This design comes from an exercise in tuning for small area, a short achievable clock period and few clock cycles on the open sky130 flow, not from production work.
Where RTL was checked, it was by simulation tests only, not by an equivalence proof against the original.
Power and IR drop assume default switching activity.

==> v7 <==
Design rv32i_core, start of the top module:
module rv32i_core (
  input         clk,
  input         rst_n,
  output [31:0] imem_addr,
  input  [31:0] imem_rdata,
  output        dmem_valid,
  output        dmem_we,
  output [31:0] dmem_addr,
  output [31:0] dmem_wdata,
  output [3:0]  dmem_wstrb,
  input  [31:0] dmem_rdata,
  output        halted
);
  reg [31:0] rf [1:31];
  reg [31:0] fpc;         
  reg        halt_r;      
  reg        x_wen;       
  reg        x_br, x_ld, x_st, x_halt;
  reg [31:0] x_a;         
  reg [31:0] x_b;         
  reg [31:0] x_c;         
  reg        x_cin;       
  reg        x_pred;      
  reg        x_late;      
  reg [4:0]  x_rd;
  reg        x_sra;
  reg [2:0]  x_f3;
  reg        x_rsum, x_rsll, x_rslt, x_rxor, x_rsr, x_ror, x_rand, x_rld, x_rc;
  wire [31:0] sum;
  wire        cout;
  add32 u_alu_add (.a(x_a), .b(x_b), .cin(x_cin), .s(sum), .cout(cout));
  wire        ltu = ~cout;                  
  wire        eq  = &(x_a ^ x_b);                
  wire        taken = (x_f3[2] ? ltu : eq) ^ x_f3[0];
  wire        mispredict = x_br & (taken ^ x_pred);
  wire [4:0]  shamt = x_b[4:0];
  reg  [31:0] sh_in, sh_rev;
  integer k;
  always @* begin
    for (k = 0; k < 32; k = k + 1) sh_in[k] = x_rsll ? x_a[31-k] : x_a[k];
  end
  ...
==> flow/config.mk <==
export PLATFORM = sky130hd
export DESIGN_NAME = rv32i_core
export DESIGN_NICKNAME = rv32i_core
export VERILOG_FILES = /design/flow/design.v
export SDC_FILE = /design/flow/constraint.sdc
export NUM_CORES = 4
export LEC_CHECK = 0
export CAP_MARGIN = 20
export CORE_MARGIN = 2
export CORE_UTILIZATION = 25
export PLACE_DENSITY = 0.4
export SETUP_SLACK_MARGIN = 5
export SLEW_MARGIN = 20
==> flow/constraint.sdc <==
create_clock -name core_clock -period 10.0 [get_ports {clk}]
set_input_delay 2.0000 -clock core_clock [delete_from_list [all_inputs] [get_ports {clk}]]
set_output_delay 2.0000 -clock core_clock [all_outputs]
set_load 0.01 [all_outputs]
run.sh (not shown) runs the stock make flow with config.mk's settings and CLKGATE_MAP_FILE= SYNTH_SCRIPT=/design/flow/synth_recipe.tcl, a recipe that flattens the netlist after the stock synthesis.
==> v4 (differences from v7) <==
--- a/flow/design.v
+++ b/flow/design.v
@@ -9,42 +9,49 @@
   output [31:0] dmem_wdata,
   output [3:0]  dmem_wstrb,
   input  [31:0] dmem_rdata,
   output        halted
 );
   reg [31:0] rf [1:31];
   reg [31:0] fpc;         
+  reg [15:0] bht;         
+  reg        d_v;         
+  reg [31:0] d_ir;
+  reg [31:0] d_pc;
+  reg        d_pred;      
+  reg        d_fused;     
+  reg [31:1] d_s1;        
+  reg        d_h1, d_h2;  
   reg        halt_r;      
   reg        x_wen;       
   reg        x_br, x_ld, x_st, x_halt;
   reg [31:0] x_a;         
   reg [31:0] x_b;         
   reg [31:0] x_c;         
   reg        x_cin;       
   reg        x_pred;      
+  reg        x_back;      
+  reg [3:0]  x_bi;        
   reg        x_late;      
   reg [4:0]  x_rd;
-  reg        x_sra;
+  reg        x_sra;       
+  reg [4:0]  x_sh;        
   reg [2:0]  x_f3;
   reg        x_rsum, x_rsll, x_rslt, x_rxor, x_rsr, x_ror, x_rand, x_rld, x_rc;
   wire [31:0] sum;
   wire        cout;
   add32 u_alu_add (.a(x_a), .b(x_b), .cin(x_cin), .s(sum), .cout(cout));
-  wire        ltu = ~cout;                  
+  wire        ltu = ~cout;                       
   wire        eq  = &(x_a ^ x_b);                
   wire        taken = (x_f3[2] ? ltu : eq) ^ x_f3[0];
   wire        mispredict = x_br & (taken ^ x_pred);
-  wire [4:0]  shamt = x_b[4:0];
-  reg  [31:0] sh_in, sh_rev;
+  wire        sh_fill = x_sra & x_a[31];
+  wire [31:0] sh_r = $signed({sh_fill, x_a}) >>> x_sh;
+  reg  [31:0] sh_rev;
   integer k;
-  always @* begin
-    for (k = 0; k < 32; k = k + 1) sh_in[k] = x_rsll ? x_a[31-k] : x_a[k];
-  end
-  wire        sh_fill = x_sra & x_a[31] & ~x_rsll;
-  wire [31:0] sh_r = $signed({sh_fill, sh_in}) >>> shamt;
   always @* begin
     for (k = 0; k < 32; k = k + 1) sh_rev[k] = sh_r[31-k];
   end
   wire [1:0]  ba = x_a[1:0];
   wire [31:0] ld_sh = dmem_rdata >> {ba, 3'b000};
   reg  [31:0] ld_val;
   always @* begin
@@ -69,15 +76,15 @@
   assign dmem_we    = x_st;
   assign dmem_addr  = x_a;
   assign dmem_wdata = (x_f3[1:0] == 2'b00) ? {4{x_c[7:0]}} :
                       (x_f3[1:0] == 2'b01) ? {2{x_c[15:0]}} : x_c;
   assign dmem_wstrb = (x_f3[1:0] == 2'b00) ? (4'b0001 << ba) :
                       (x_f3[1:0] == 2'b01) ? (ba[1] ? 4'b1100 : 4'b0011) : 4'b1111;
   assign halted = halt_r | x_halt;
-  wire [31:0] in = imem_rdata;
+  wire [31:0] in = d_ir;
   wire [6:0]  op = in[6:0];
   wire [2:0]  f3 = in[14:12];
   wire [4:0]  rs1 = in[19:15];
   wire [4:0]  rs2 = in[24:20];
   wire d_lui   = (op == 7'b0110111);
   wire d_auipc = (op == 7'b0010111);
   wire d_jal   = (op == 7'b1101111);
@@ -96,83 +103,127 @@
   wire [31:0] imm_j = {{12{in[31]}}, in[19:12], in[20], in[30:21], 1'b0};
   reg [31:0] rd1, rd2;
   integer r;
   always @* begin
     rd1 = 32'b0;
     rd2 = 32'b0;
     for (r = 1; r < 32; r = r + 1) begin
-      rd1 = rd1 | ({32{rs1 == r}} & rf[r]);
+      rd1 = rd1 | ({32{d_s1[r]}} & rf[r]);
       rd2 = rd2 | ({32{rs2 == r}} & rf[r]);
     end
   end
-  wire hit1 = x_wen & (x_rd == rs1);
-  wire hit2 = x_wen & (x_rd == rs2);
+  wire hit1 = x_wen & d_h1;
+  wire hit2 = x_wen & d_h2;
   wire [31:0] v1 = hit1 ? wdata : rd1;
   wire [31:0] v2 = hit2 ? wdata : rd2;
   wire [31:0] base = hit1 ? x_c : rd1;
   wire [31:0] addr;
   add32 u_addr_add (.a(base), .b(d_st ? imm_s : imm_i), .cin(1'b0), .s(addr), .cout());
   wire        d_usebase = d_ld | d_st | d_jalr;
-  wire        stall = d_usebase & hit1 & x_late;
-  wire [31:0] fpc4 = fpc + 32'd4;
-  wire [31:0] tgt;
-  add32 u_tgt_add (.a(fpc), .b(d_jal ? imm_j : d_br ? imm_b : imm_u), .cin(1'b0), .s(tgt), .cout());
-  wire        d_pred = d_br & in[31];            
+  wire        stall = d_v & d_usebase & hit1 & x_late;
+  wire [31:0] dpc4 = d_pc + 32'd4;
+  wire [31:0] dtgt;
+  add32 u_tgt_add (.a(d_pc), .b(d_br ? imm_b : imm_u), .cin(1'b0), .s(dtgt), .cout());
   wire halt_next = halt_r | x_halt;
-  wire go = ~halt_next & ~mispredict & ~stall;
-  wire [31:0] fpc_next = mispredict ? x_c :
-                         stall      ? fpc :
-                         d_jalr     ? {addr[31:1], 1'b0} :
-                         (d_jal | d_pred) ? tgt : fpc4;
+  wire go = d_v & ~halt_next & ~mispredict & ~stall;
+  wire redirect_d = go & d_jalr & ~d_fused;
   wire d_sub  = d_br | (d_op & (f3 == 3'b000) & in[30]) | (d_alu & (f3[2:1] == 2'b01));
   wire d_sgn  = (d_br & ~f3[1]) | (d_alu & (f3 == 3'b010));    
-  wire [31:0] a_n = (d_ld | d_st) ? addr : {v1[31] ^ d_sgn, v1[30:0]};
+  reg  [31:0] v1_rev;
+  always @* begin
+    for (r = 0; r < 32; r = r + 1) v1_rev[r] = v1[31-r];
+  end
+  wire d_sll = d_alu & (f3 == 3'b001);
+  wire [31:0] a_n = (d_ld | d_st) ? addr : d_sll ? v1_rev : {v1[31] ^ d_sgn, v1[30:0]};
   wire [31:0] b_n = (d_op | d_br) ? v2 : imm_i;
   wire [31:0] b_x = b_n ^ {d_sub ^ d_sgn, {31{d_sub}}};
   wire [31:0] c_n = d_st ? v2 :
-                    (d_jal | d_jalr | d_pred) ? fpc4 :
-                    d_lui ? imm_u : tgt;
+                    (d_jal | d_jalr | d_pred) ? dpc4 :
+                    d_lui ? imm_u : dtgt;
+  wire [31:0] fin = imem_rdata;
+  wire f_jal  = (fin[6:0] == 7'b1101111);
+  wire f_agree = bht[fpc[5:2]];
+  wire f_fuse = (fin[6:0] == 7'b1100111) & d_v & d_auipc & (in[11:7] != 5'd0) & (fin[19:15] == in[11:7]);
+  wire [31:0] fjt = dtgt + {{20{fin[31]}}, fin[31:20]};
+  wire f_pred = (fin[6:0] == 7'b1100011) & (fin[31] ~^ f_agree);
+  wire        f_s = fin[31];
+  wire [12:0] lo_b = {1'b0, fpc[11:0]} + {1'b0, fin[7], fin[30:25], fin[11:8], 1'b0};
+  wire [20:0] lo_j = {1'b0, fpc[19:0]} + {1'b0, fin[19:12], fin[20], fin[30:21], 1'b0};
+  wire [19:0] hb_inc = fpc[31:12] + 20'd1;
+  wire [19:0] hb_dec = fpc[31:12] - 20'd1;
+  wire [11:0] hj_inc = fpc[31:20] + 12'd1;
+  wire [11:0] hj_dec = fpc[31:20] - 12'd1;
+  wire [19:0] hb = (lo_b[12] == f_s) ? fpc[31:12] : lo_b[12] ? hb_inc : hb_dec;
+  wire [11:0] hj = (lo_j[20] == f_s) ? fpc[31:20] : lo_j[20] ? hj_inc : hj_dec;
+  wire [31:0] ftgt_b = {hb, lo_b[11:0]};
+  wire [31:0] ftgt_j = {hj, lo_j[19:0]};
+  wire [31:0] fpc4 = fpc + 32'd4;
+  wire replay = stall & ~mispredict & ~halt_next;
+  wire [31:0] fpc_next = mispredict ? x_c :
+                         replay     ? d_pc :
+                         redirect_d ? {addr[31:1], 1'b0} :
+                         f_fuse ? {fjt[31:1], 1'b0} :
+                         f_jal ? ftgt_j : f_pred ? ftgt_b : fpc4;
   always @(posedge clk or negedge rst_n) begin
     if (!rst_n) begin
       fpc    <= 32'b0;
+      d_v    <= 1'b0;
       halt_r <= 1'b0;
       x_wen  <= 1'b0;
       x_br   <= 1'b0;
       x_ld   <= 1'b0;
       x_st   <= 1'b0;
       x_halt <= 1'b0;
     end else begin
       fpc    <= fpc_next;
+      d_v    <= ~(mispredict | replay | redirect_d | halt_next);
       halt_r <= halt_next;
       x_wen  <= go & (in[11:7] != 5'd0) & (d_lui | d_auipc | d_jal | d_jalr | d_ld | d_alu);
       x_br   <= go & d_br;
       x_ld   <= go & d_ld;
       x_st   <= go & d_st;
       x_halt <= go & ~d_known;
     end
   end
   always @(posedge clk) begin
+    d_ir   <= fin;
+    d_pc   <= fpc;
+    d_pred <= f_pred;
+    d_fused <= f_fuse;
+    for (r = 1; r < 32; r = r + 1) d_s1[r] <= (fin[19:15] == r);
+    d_h1   <= (fin[19:15] == in[11:7]);
+    d_h2   <= (fin[24:20] == in[11:7]);
+  end
+  always @(posedge clk) begin
     x_a      <= a_n;
     x_b      <= b_x;
     x_c      <= c_n;
     x_cin    <= d_sub;
     x_pred   <= d_pred;
+    x_back   <= in[31];
+    x_bi     <= d_pc[5:2];
     x_late   <= d_alu | d_ld;
     x_rd     <= in[11:7];
-    x_sra    <= in[30];
+    x_sra    <= in[30] & ~d_sll;
+    x_sh     <= d_op ? v2[4:0] : in[24:20];
     x_f3     <= f3;
     x_rsum   <= d_alu & (f3 == 3'b000);
-    x_rsll   <= d_alu & (f3 == 3'b001);
+    x_rsll   <= d_sll;
     x_rslt   <= d_alu & (f3[2:1] == 2'b01);
     x_rxor   <= d_alu & (f3 == 3'b100);
     x_rsr    <= d_alu & (f3 == 3'b101);
     x_ror    <= d_alu & (f3 == 3'b110);
     x_rand   <= d_alu & (f3 == 3'b111);
     x_rld    <= d_ld;
     x_rc     <= d_lui | d_auipc | d_jal | d_jalr;
+  end
+  wire        agreed = taken ~^ x_back;
+  always @(posedge clk or negedge rst_n) begin
+    if (!rst_n)    bht <= 16'hFFFF;
+    else if (x_br) bht[x_bi] <= agreed;
   end
   integer w;
   always @(posedge clk) begin
     for (w = 1; w < 32; w = w + 1)
       if (x_wen && x_rd == w) rf[w] <= wdata;
   end
 endmodule
==> flow/config.mk (replaced) <==
export PLATFORM = sky130hd
export DESIGN_NAME = rv32i_core
export DESIGN_NICKNAME = rv32i_core
export VERILOG_FILES = /design/flow/design.v
export SDC_FILE = /design/flow/constraint.sdc
export NUM_CORES = 4
export LEC_CHECK = 0
export ABC_AREA = 1
export CAP_MARGIN = 20
export CORE_MARGIN = 2
export CORE_UTILIZATION = 25
export PLACE_DENSITY = 0.4
export SETUP_SLACK_MARGIN = 5
export SLEW_MARGIN = 20
==> v8 (differences from v7) <==
--- a/flow/design.v
+++ b/flow/design.v
@@ -9,42 +9,48 @@
   output [31:0] dmem_wdata,
   output [3:0]  dmem_wstrb,
   input  [31:0] dmem_rdata,
   output        halted
 );
   reg [31:0] rf [1:31];
   reg [31:0] fpc;         
+  reg [1:0]  bht [0:15];  
+  reg        d_v;         
+  reg [31:0] d_ir;
+  reg [31:0] d_pc;
+  reg        d_pred;      
+  reg [31:1] d_s1;        
+  reg        d_h1, d_h2;  
   reg        halt_r;      
   reg        x_wen;       
   reg        x_br, x_ld, x_st, x_halt;
   reg [31:0] x_a;         
   reg [31:0] x_b;         
   reg [31:0] x_c;         
   reg        x_cin;       
   reg        x_pred;      
+  reg        x_back;      
+  reg [3:0]  x_bi;        
   reg        x_late;      
   reg [4:0]  x_rd;
-  reg        x_sra;
+  reg        x_sra;       
+  reg [4:0]  x_sh;        
   reg [2:0]  x_f3;
   reg        x_rsum, x_rsll, x_rslt, x_rxor, x_rsr, x_ror, x_rand, x_rld, x_rc;
   wire [31:0] sum;
   wire        cout;
   add32 u_alu_add (.a(x_a), .b(x_b), .cin(x_cin), .s(sum), .cout(cout));
-  wire        ltu = ~cout;                  
+  wire        ltu = ~cout;                       
   wire        eq  = &(x_a ^ x_b);                
   wire        taken = (x_f3[2] ? ltu : eq) ^ x_f3[0];
   wire        mispredict = x_br & (taken ^ x_pred);
-  wire [4:0]  shamt = x_b[4:0];
-  reg  [31:0] sh_in, sh_rev;
+  wire        sh_fill = x_sra & x_a[31];
+  wire [31:0] sh_r = $signed({sh_fill, x_a}) >>> x_sh;
+  reg  [31:0] sh_rev;
   integer k;
-  always @* begin
-    for (k = 0; k < 32; k = k + 1) sh_in[k] = x_rsll ? x_a[31-k] : x_a[k];
-  end
-  wire        sh_fill = x_sra & x_a[31] & ~x_rsll;
-  wire [31:0] sh_r = $signed({sh_fill, sh_in}) >>> shamt;
   always @* begin
     for (k = 0; k < 32; k = k + 1) sh_rev[k] = sh_r[31-k];
   end
   wire [1:0]  ba = x_a[1:0];
   wire [31:0] ld_sh = dmem_rdata >> {ba, 3'b000};
   reg  [31:0] ld_val;
   always @* begin
@@ -69,15 +75,15 @@
   assign dmem_we    = x_st;
   assign dmem_addr  = x_a;
   assign dmem_wdata = (x_f3[1:0] == 2'b00) ? {4{x_c[7:0]}} :
                       (x_f3[1:0] == 2'b01) ? {2{x_c[15:0]}} : x_c;
   assign dmem_wstrb = (x_f3[1:0] == 2'b00) ? (4'b0001 << ba) :
                       (x_f3[1:0] == 2'b01) ? (ba[1] ? 4'b1100 : 4'b0011) : 4'b1111;
   assign halted = halt_r | x_halt;
-  wire [31:0] in = imem_rdata;
+  wire [31:0] in = d_ir;
   wire [6:0]  op = in[6:0];
   wire [2:0]  f3 = in[14:12];
   wire [4:0]  rs1 = in[19:15];
   wire [4:0]  rs2 = in[24:20];
   wire d_lui   = (op == 7'b0110111);
   wire d_auipc = (op == 7'b0010111);
   wire d_jal   = (op == 7'b1101111);
@@ -96,83 +102,128 @@
   wire [31:0] imm_j = {{12{in[31]}}, in[19:12], in[20], in[30:21], 1'b0};
   reg [31:0] rd1, rd2;
   integer r;
   always @* begin
     rd1 = 32'b0;
     rd2 = 32'b0;
     for (r = 1; r < 32; r = r + 1) begin
-      rd1 = rd1 | ({32{rs1 == r}} & rf[r]);
+      rd1 = rd1 | ({32{d_s1[r]}} & rf[r]);
       rd2 = rd2 | ({32{rs2 == r}} & rf[r]);
     end
   end
-  wire hit1 = x_wen & (x_rd == rs1);
-  wire hit2 = x_wen & (x_rd == rs2);
+  wire hit1 = x_wen & d_h1;
+  wire hit2 = x_wen & d_h2;
   wire [31:0] v1 = hit1 ? wdata : rd1;
   wire [31:0] v2 = hit2 ? wdata : rd2;
   wire [31:0] base = hit1 ? x_c : rd1;
   wire [31:0] addr;
   add32 u_addr_add (.a(base), .b(d_st ? imm_s : imm_i), .cin(1'b0), .s(addr), .cout());
   wire        d_usebase = d_ld | d_st | d_jalr;
-  wire        stall = d_usebase & hit1 & x_late;
-  wire [31:0] fpc4 = fpc + 32'd4;
-  wire [31:0] tgt;
-  add32 u_tgt_add (.a(fpc), .b(d_jal ? imm_j : d_br ? imm_b : imm_u), .cin(1'b0), .s(tgt), .cout());
-  wire        d_pred = d_br & in[31];            
+  wire        stall = d_v & d_usebase & hit1 & x_late;
+  wire [31:0] dpc4 = d_pc + 32'd4;
+  wire [31:0] dtgt;
+  add32 u_tgt_add (.a(d_pc), .b(d_br ? imm_b : imm_u), .cin(1'b0), .s(dtgt), .cout());
   wire halt_next = halt_r | x_halt;
-  wire go = ~halt_next & ~mispredict & ~stall;
-  wire [31:0] fpc_next = mispredict ? x_c :
-                         stall      ? fpc :
-                         d_jalr     ? {addr[31:1], 1'b0} :
-                         (d_jal | d_pred) ? tgt : fpc4;
+  wire go = d_v & ~halt_next & ~mispredict & ~stall;
+  wire redirect_d = go & d_jalr;
   wire d_sub  = d_br | (d_op & (f3 == 3'b000) & in[30]) | (d_alu & (f3[2:1] == 2'b01));
   wire d_sgn  = (d_br & ~f3[1]) | (d_alu & (f3 == 3'b010));    
-  wire [31:0] a_n = (d_ld | d_st) ? addr : {v1[31] ^ d_sgn, v1[30:0]};
+  reg  [31:0] v1_rev;
+  always @* begin
+    for (r = 0; r < 32; r = r + 1) v1_rev[r] = v1[31-r];
+  end
+  wire d_sll = d_alu & (f3 == 3'b001);
+  wire [31:0] a_n = (d_ld | d_st) ? addr : d_sll ? v1_rev : {v1[31] ^ d_sgn, v1[30:0]};
   wire [31:0] b_n = (d_op | d_br) ? v2 : imm_i;
   wire [31:0] b_x = b_n ^ {d_sub ^ d_sgn, {31{d_sub}}};
   wire [31:0] c_n = d_st ? v2 :
-                    (d_jal | d_jalr | d_pred) ? fpc4 :
-                    d_lui ? imm_u : tgt;
+                    (d_jal | d_jalr | d_pred) ? dpc4 :
+                    d_lui ? imm_u : dtgt;
+  wire [31:0] fin = imem_rdata;
+  wire f_jal  = (fin[6:0] == 7'b1101111);
+  wire f_agree = bht[fpc[5:2]][1];
+  wire f_pred = (fin[6:0] == 7'b1100011) & (fin[31] ~^ f_agree);
+  wire        f_s = fin[31];
+  wire [12:0] lo_b = {1'b0, fpc[11:0]} + {1'b0, fin[7], fin[30:25], fin[11:8], 1'b0};
+  wire [20:0] lo_j = {1'b0, fpc[19:0]} + {1'b0, fin[19:12], fin[20], fin[30:21], 1'b0};
+  wire [19:0] hb_inc = fpc[31:12] + 20'd1;
+  wire [19:0] hb_dec = fpc[31:12] - 20'd1;
+  wire [11:0] hj_inc = fpc[31:20] + 12'd1;
+  wire [11:0] hj_dec = fpc[31:20] - 12'd1;
+  wire [19:0] hb = (lo_b[12] == f_s) ? fpc[31:12] : lo_b[12] ? hb_inc : hb_dec;
+  wire [11:0] hj = (lo_j[20] == f_s) ? fpc[31:20] : lo_j[20] ? hj_inc : hj_dec;
+  wire [31:0] ftgt_b = {hb, lo_b[11:0]};
+  wire [31:0] ftgt_j = {hj, lo_j[19:0]};
+  wire [31:0] fpc4 = fpc + 32'd4;
+  wire replay = stall & ~mispredict & ~halt_next;
+  wire [31:0] fpc_next = mispredict ? x_c :
+                         replay     ? d_pc :
+                         redirect_d ? {addr[31:1], 1'b0} :
+                         f_jal ? ftgt_j : f_pred ? ftgt_b : fpc4;
   always @(posedge clk or negedge rst_n) begin
     if (!rst_n) begin
       fpc    <= 32'b0;
+      d_v    <= 1'b0;
       halt_r <= 1'b0;
       x_wen  <= 1'b0;
       x_br   <= 1'b0;
       x_ld   <= 1'b0;
       x_st   <= 1'b0;
       x_halt <= 1'b0;
     end else begin
       fpc    <= fpc_next;
+      d_v    <= ~(mispredict | replay | redirect_d | halt_next);
       halt_r <= halt_next;
       x_wen  <= go & (in[11:7] != 5'd0) & (d_lui | d_auipc | d_jal | d_jalr | d_ld | d_alu);
       x_br   <= go & d_br;
       x_ld   <= go & d_ld;
       x_st   <= go & d_st;
       x_halt <= go & ~d_known;
     end
   end
   always @(posedge clk) begin
+    d_ir   <= fin;
+    d_pc   <= fpc;
+    d_pred <= f_pred;
+    for (r = 1; r < 32; r = r + 1) d_s1[r] <= (fin[19:15] == r);
+    d_h1   <= (fin[19:15] == in[11:7]);
+    d_h2   <= (fin[24:20] == in[11:7]);
+  end
+  always @(posedge clk) begin
     x_a      <= a_n;
     x_b      <= b_x;
     x_c      <= c_n;
     x_cin    <= d_sub;
     x_pred   <= d_pred;
+    x_back   <= in[31];
+    x_bi     <= d_pc[5:2];
     x_late   <= d_alu | d_ld;
     x_rd     <= in[11:7];
-    x_sra    <= in[30];
+    x_sra    <= in[30] & ~d_sll;
+    x_sh     <= d_op ? v2[4:0] : in[24:20];
     x_f3     <= f3;
     x_rsum   <= d_alu & (f3 == 3'b000);
-    x_rsll   <= d_alu & (f3 == 3'b001);
+    x_rsll   <= d_sll;
     x_rslt   <= d_alu & (f3[2:1] == 2'b01);
     x_rxor   <= d_alu & (f3 == 3'b100);
     x_rsr    <= d_alu & (f3 == 3'b101);
     x_ror    <= d_alu & (f3 == 3'b110);
     x_rand   <= d_alu & (f3 == 3'b111);
     x_rld    <= d_ld;
     x_rc     <= d_lui | d_auipc | d_jal | d_jalr;
+  end
+  wire        agreed = taken ~^ x_back;
+  integer e;
+  always @(posedge clk or negedge rst_n) begin
+    if (!rst_n) begin
+      for (e = 0; e < 16; e = e + 1) bht[e] <= 2'b10;
+    end else if (x_br) begin
+      if (agreed) bht[x_bi] <= (bht[x_bi] == 2'b11) ? 2'b11 : bht[x_bi] + 2'b01;
+      else        bht[x_bi] <= (bht[x_bi] == 2'b00) ? 2'b00 : bht[x_bi] - 2'b01;
+    end
   end
   integer w;
   always @(posedge clk) begin
     for (w = 1; w < 32; w = w + 1)
       if (x_wen && x_rd == w) rf[w] <= wdata;
   end
 endmodule
==> summary of the runs <==
Worst hold slack: v7 is better than v4 (0.042 ns). In v7 the non-clock buffer count is higher than in v4, by 161. Via count: v7 < v8 < v4. Maximum frequency: v8 > v4 > v7. Synthesized cell count, highest first: v4, v8, v7. Critical path depth, highest first: v7, v8, v4. Area after synthesis: v7 is smaller than v4 (16%). Sequential power, highest first: v8, v4, v7. First-iteration DRC count: v4 is smaller than v7 (about 0.54%).
Testbench counts of v4, summed over its fixed seeds: cycles 73,590.
Function not checked in v7 and v8: the RTL went through the layout flow alone.

afterwards: timing with drivers on the ports:
Ports are ideal in the flow. The routed layouts listed here were re-timed in OpenROAD.
Step 1, drivers: a clkbuf_16 drives clk and a buf_2 each remaining input, both assumed.
Step 2 also shifts input and output timing later by t, the mid clock arrival at the registers, as if the neighbouring blocks saw the same clock.
Three values: ideal ports, drivers, drivers and shift; two values: the first two.
| run | shift t [ns] | setup slack, ns | hold WS [ns] | clock arrival spread, ns | worst register clock-pin slew, ns |
|---|---|---|---|---|---|
| v7 | 0.889 | 4.229 / 4.265 / 3.376 | 0.470 / 0.470 / 0.470 | 0.070 / 0.071 | 0.07 / 0.07 |
| v4 | 0.905 | 4.757 / 4.757 / 4.223 | 0.427 / 0.427 / 0.427 | 0.115 / 0.114 | 0.07 / 0.07 |
| v8 | 0.928 | 4.882 / 4.882 / 4.039 | 0.434 / 0.434 / 0.434 | 0.079 / 0.079 | 0.07 / 0.07 |
After both steps every run listed still meets setup and hold. For v7, which loses most, drivers alone change the setup slack by +0.036 ns; drivers and shift together by -0.853 ns.
